Source: an optimization exercise on an open RTL-to-GDS flow (aim: small area). Production flows keep margins and buffers that such runs may drop.
The RTL was checked by simulation tests, not by an equivalence proof against the original design.

== job 101 ==
==> flow/design.v <==
module bcd_binario (
    input  logic [7:0] bcd,  
    output logic [3:0] bin
);
    assign bin = bcd[3:0] + ((bcd[7:4] == 4'b0001) ? 4'b1010 : 4'b0000);
endmodule
module debounce (
    input  logic clk,
    input  logic rst,           
    input  logic key,           
    output logic key_stable     
);
    logic       s1, s2;
    logic [5:0] cnt;
    logic       fb, sat;
    assign fb  = cnt[0] ^ ~(cnt[5] | (cnt[2] & cnt[1]));
    assign sat = cnt[5] & cnt[4] & cnt[2];
    always_ff @(posedge clk or negedge rst) begin
        if (!rst) begin
            s1         <= 1'b1;
            s2         <= 1'b1;
            cnt        <= 6'h20;
            key_stable <= 1'b1;
        end else begin
            s1 <= key;
            s2 <= s1;
            cnt <= (s1 ^ s2) ? 6'h20 : {cnt[4:0], fb};
            if (sat) key_stable <= s2;
        end
    end
endmodule
module display_bin_hex (
    input  logic [3:0] switch,
    output logic [6:0] seven  
);
    always_comb begin
        case (switch)
            4'b0000: seven = 7'b0000001;  
            4'b0001: seven = 7'b1001111;  
            4'b0010: seven = 7'b0010010;  
            4'b0011: seven = 7'b0000110;  
            4'b0100: seven = 7'b1001100;  
            4'b0101: seven = 7'b0100100;  
            4'b0110: seven = 7'b0100000;  
            4'b0111: seven = 7'b0001111;  
            4'b1000: seven = 7'b0000000;  
            4'b1001: seven = 7'b0000100;  
            4'b1010: seven = 7'b0001000;  
            4'b1011: seven = 7'b1100000;  
            4'b1100: seven = 7'b0110001;  
            4'b1101: seven = 7'b1000010;  
            default: seven = 7'b1111111;  
        endcase
    end
endmodule
module display_7seg (
    input  logic       clk,
    input  logic       rst,
    input  logic [3:0] digit,     
    output logic [6:0] seven
);
    logic [3:0] d1, d2;
    always_ff @(posedge clk or negedge rst) begin
        if (!rst) begin
            d1 <= 4'd0;
            d2 <= 4'b1111;    
        end else begin
            d1 <= digit;
            d2 <= d1;
        end
    end
    display_bin_hex u_display_bin_hex (.switch(d2), .seven(seven));
endmodule
module teclado (
    input  logic       clk,
    input  logic       rst,
    input  logic [3:0] filas,      
    input  logic [1:0] col_idx,    
    output logic [3:0] boton
);
    logic       rv;
    logic [1:0] ri;
    always_ff @(posedge clk) begin
        rv    <= (filas == 4'b0111) | (filas == 4'b1011) |
                 (filas == 4'b1101) | (filas == 4'b1110);
        ri[1] <= filas[3] & filas[2];
        ri[0] <= ~(filas[3] & filas[1]);
        if (!rv) boton <= 4'b1111;
        else case ({col_idx, ri})
            4'b00_00: boton <= 4'b0100;  
            4'b00_01: boton <= 4'b0001;  
            4'b00_10: boton <= 4'b1101;  
            4'b00_11: boton <= 4'b0111;  
            4'b01_00: boton <= 4'b0101;  
            4'b01_01: boton <= 4'b0010;  
            4'b01_10: boton <= 4'b0000;  
            4'b01_11: boton <= 4'b1000;  
            4'b10_00: boton <= 4'b0110;  
            4'b10_01: boton <= 4'b0011;  
            4'b10_10: boton <= 4'b1110;  
            4'b10_11: boton <= 4'b1001;  
            4'b11_00: boton <= 4'b1011;  
            4'b11_01: boton <= 4'b1010;  
            4'b11_10: boton <= 4'b1101;  
            4'b11_11: boton <= 4'b1100;  
        endcase
    end
endmodule
module operacion (
    input  logic [3:0] dividendo,
    input  logic [3:0] divisor,
    output logic [3:0] cociente,
    output logic [3:0] resto
);
    always_comb begin
        logic [3:0] r;
        logic [4:0] d;
        r = 4'd0;
        for (int i = 3; i >= 0; i--) begin
            r = {r[2:0], dividendo[i]};
            d = {1'b0, r} - {1'b0, divisor};
            cociente[i] = ~d[4];
            if (!d[4]) r = d[3:0];
        end
        resto = r;
    end
endmodule
module top (
    input  logic       clk,    
    input  logic       rst,    
    output logic [3:0] anodo,  
    output logic [6:0] seven,  
    output logic [3:0] col,    
    input  logic [3:0] fil     
);
    logic [2:0] m6;
    logic       p2;
    logic [3:0] m9;         
    logic [1:0] sel_d;
    logic       nph_d;      
    logic [1:0] cc;
    logic       e6, e12, e54;
    assign e6  = m6[2] & m6[1] & ~m6[0];
    assign e12 = e6 & p2;
    assign e54 = e6 & m9[3];
    always_ff @(posedge clk or negedge rst) begin
        if (!rst) begin
            m6    <= 3'b010;
            p2    <= 1'b0;
            m9    <= 4'd0;
            sel_d <= 2'd0;
            nph_d <= 1'b1;
            cc    <= 2'd0;
        end else begin
            m6 <= {m6[1:0], ~m6[2] & (m6[0] | ~m6[1])};
            if (e6) begin
                {sel_d, nph_d, p2} <= {sel_d, nph_d, p2} + 4'd1;
                m9 <= m9[3] ? 4'd0 : m9 + 4'd1;
            end
            if (e54) cc <= cc + 2'd1;
        end
    end
    always_comb begin
        case (cc)
            2'd0: col = 4'b0111;
            2'd1: col = 4'b1011;
            2'd2: col = 4'b1101;
            2'd3: col = 4'b1110;
        endcase
        anodo = 4'b1111;
        if (!nph_d) anodo[sel_d] = 1'b0;
    end
    logic [1:0] sel;
    assign sel = sel_d + {1'b0, e12 & nph_d};
    logic [3:0] filas;
    logic [3:0] boton;
    debounce f0 (.clk(clk), .rst(rst), .key(fil[0]), .key_stable(filas[0]));
    debounce f1 (.clk(clk), .rst(rst), .key(fil[1]), .key_stable(filas[1]));
    debounce f2 (.clk(clk), .rst(rst), .key(fil[2]), .key_stable(filas[2]));
    debounce f3 (.clk(clk), .rst(rst), .key(fil[3]), .key_stable(filas[3]));
    teclado teclado_inst (
        .clk(clk), .rst(rst), .filas(filas), .col_idx(cc), .boton(boton)
    );
    logic n1, n2, key_down;
    always_ff @(posedge clk or negedge rst) begin
        if (!rst) begin
            n1       <= 1'b0;
            key_down <= 1'b0;
        end else begin
            key_down <= n2 & n1 & (boton != 4'b1111);
            n1       <= (boton == 4'b1111);
        end
    end
    always_ff @(posedge clk) n2 <= n1;
    localparam logic [1:0] S_A = 2'd0, S_B = 2'd1, S_OP = 2'd2;
    logic [1:0] tgt;
    logic       w;
    logic [9:0] cnt;
    logic       cnt_hi9, cnt_end, cnt_fb;
    assign cnt_hi9 = &cnt[8:0];
    assign cnt_end = cnt_hi9 & cnt[9];
    assign cnt_fb  = ~(cnt[9] ^ cnt[6]) | cnt_hi9;
    logic [3:0] P1, P0;
    logic [3:0] a_bin;     
    logic [3:0] p_bin;
    bcd_binario conv (.bcd({P1, P0}), .bin(p_bin));
    logic is_star, is_hash, go_wait;
    assign is_star = (boton == 4'b1101);
    assign is_hash = (boton == 4'b1110);
    assign go_wait = key_down & ~w & (~tgt[1] | is_star);
    always_ff @(posedge clk or negedge rst) begin
        if (!rst) begin
            tgt <= S_A;
            w   <= 1'b0;
            P1  <= 4'b1111;
            P0  <= 4'b1111;
        end else begin
            if (go_wait) begin
                w <= 1'b1;
                if (is_star) begin
                    tgt <= S_A;
                    P1  <= 4'b1111;
                    P0  <= 4'b1111;
                end else if (is_hash) begin
                    if (~tgt[0]) begin
                        tgt <= S_B;
                        P1  <= 4'b1111;
                        P0  <= 4'b1111;
                    end else begin
                        tgt <= S_OP;
                        P1  <= p_bin;
                    end
                end else begin
                    P1 <= P0;
                    P0 <= boton;
                end
            end else if (w & cnt_end) begin
                w <= 1'b0;
            end
        end
    end
    always_ff @(posedge clk) begin
        if (go_wait)
            cnt <= 10'h2b6;
        else if (w & cnt_end)
            cnt <= 10'h25c;
        else
            cnt <= {cnt[8:0], cnt_fb};
        if (tgt == S_A)    
            a_bin <= p_bin;
    end
    logic [3:0] q, r;
    logic       shown;
    operacion div (.dividendo(a_bin), .divisor(P1), .cociente(q), .resto(r));
    assign shown = ~w & cnt_end;
    logic       op, res;
    logic [3:0] digit;
    assign op  = tgt[1];
    assign res = op & shown;
    always_comb begin
        case (sel)
            2'd0: digit = res ? r : (op ? 4'b1111 : P0);
            2'd1: digit = P1;
            2'd2: digit = res ? q : 4'b1111;
            2'd3: digit = op ? a_bin : {3'b101, tgt[0]};
        endcase
    end
    display_7seg display (.clk(clk), .rst(rst), .digit(digit), .seven(seven));
endmodule
export LEC_CHECK = 0
export CAP_MARGIN = 20
export CORE_MARGIN = 2
export CORE_UTILIZATION = 40
export CTS_BUF_LIST = sky130_fd_sc_hd__clkbuf_8
export SLEW_MARGIN = 20
create_clock -name core_clock -period 6.0 [get_ports {clk}]
standard.sh (not shown) runs the stock make flow with config.mk's settings and CLKGATE_MAP_FILE= SYNTH_SCRIPT=/design/flow/synth_recipe.tcl, a recipe that flattens the netlist after the stock synthesis.
==> flow/flow/run.sh <==
#!/bin/bash
# Layout flow: the standard ORFS flow (standard.sh) with three changes:
#  - synthesis maps adders as plain logic (no ha/fa cells) and runs ABC with
#    an area-oriented mapping script (flow/abc.script) instead of ORFS's;
#    everything else in synthesis is synth_recipe.tcl unchanged;
#  - the port buffers are sky130_fd_sc_hd__buf_1;
#  - CTS inserts no dummy loads.
set -uo pipefail
W=$PWD
# synthesis script: synth_recipe.tcl with the abc command's -script replaced
{
  head -n 1 synth_recipe.tcl
  cat <<EOT
proc abc {args} {
  set i [lsearch -exact \$args -script]
  if { \$i >= 0 } { lset args [expr {\$i + 1}] $W/flow/abc.script }
  yosys abc {*}\$args
}
EOT
  tail -n +2 synth_recipe.tcl
} > synth_area.tcl
bash standard.sh SYNTH_SCRIPT=$W/synth_area.tcl ADDER_MAP_FILE= \
  "BUFFER_PORTS_ARGS=-buffer_cell sky130_fd_sc_hd__buf_1" \
  "CTS_ARGS=-sink_clustering_enable -repair_clock_nets -buf_list sky130_fd_sc_hd__clkbuf_8 -dont_use_dummy_load" \
  finish > standard_run.log 2>&1
==> flow/flow/abc.script <==
strash
&get -n
&deepsyn -T 30
&put
strash
&get -n
&dch -f
&nf -R 1000 -p
&put
Job 101 ended with every stage complete and zero timing, DRC or antenna violations.
#### Input delta (job 102 over job 101)
==> flow/design.v, changed modules only <==
module teclado (
    input  logic       clk,
    input  logic       rst,
    input  logic [3:0] filas,      
    input  logic [1:0] col_idx,    
    output logic [3:0] boton
);
    logic       rv;
    logic [1:0] ri;
    always_ff @(posedge clk) begin
        rv    <= (filas == 4'b0111) | (filas == 4'b1011) |
                 (filas == 4'b1101) | (filas == 4'b1110);
        ri[1] <= filas[3] & filas[2];
        ri[0] <= (filas[3] & filas[2]) ? ~filas[0] : filas[3];
        if (!rv) boton <= 4'b1111;
        else case ({col_idx, ri})
            4'b00_00: boton <= 4'b0001;  
            4'b00_01: boton <= 4'b0100;  
            4'b00_10: boton <= 4'b0111;  
            4'b00_11: boton <= 4'b1101;  
            4'b01_00: boton <= 4'b0010;  
            4'b01_01: boton <= 4'b0101;  
            4'b01_10: boton <= 4'b1000;  
            4'b01_11: boton <= 4'b0000;  
            4'b10_00: boton <= 4'b0011;  
            4'b10_01: boton <= 4'b0110;  
            4'b10_10: boton <= 4'b1001;  
            4'b10_11: boton <= 4'b1110;  
            4'b11_00: boton <= 4'b1010;  
            4'b11_01: boton <= 4'b1011;  
            4'b11_10: boton <= 4'b1100;  
            4'b11_11: boton <= 4'b1101;  
        endcase
    end
endmodule
[summary]
- Job 102 vs job 101: maximum clock frequency down in job 102
- In terms of core utilization, job 102 and job 101 differ only marginally.
- [compare] base=job 101 new=job 102: initial core utilization barely changed, wire length reported by the detailed router climbed 3.5%, placed cell area climbed 14 um^2.

afterwards: timing with drivers on the ports:
In the flow no input, the clock included, has a driving cell. The finished layouts below were timed again as built, in two steps.
Step 1 (the two cells are an assumption about what drives the block):
set clk [get_ports {clk}]
set_driving_cell -lib_cell sky130_fd_sc_hd__clkbuf_16 $clk
set_driving_cell -lib_cell sky130_fd_sc_hd__buf_2 [delete_from_list [all_inputs] $clk]
Step 2, shift: input delay + t, output delay - t, t = (earliest + latest rising clock arrival at the registers) / 2. This alone moves slack from input paths to output paths.
a / b / c = ideal / step 1 / step 2; a / b = the first two.
run | t, ns | setup slack, ns | cell pins on the clock port's net
job 101 | 0.366 | 3.051 / 3.021 / 3.138 | 1
job 102 | 0.372 | 2.475 / 2.475 / 2.475 | 1
After both steps setup and hold are still met in every run listed.
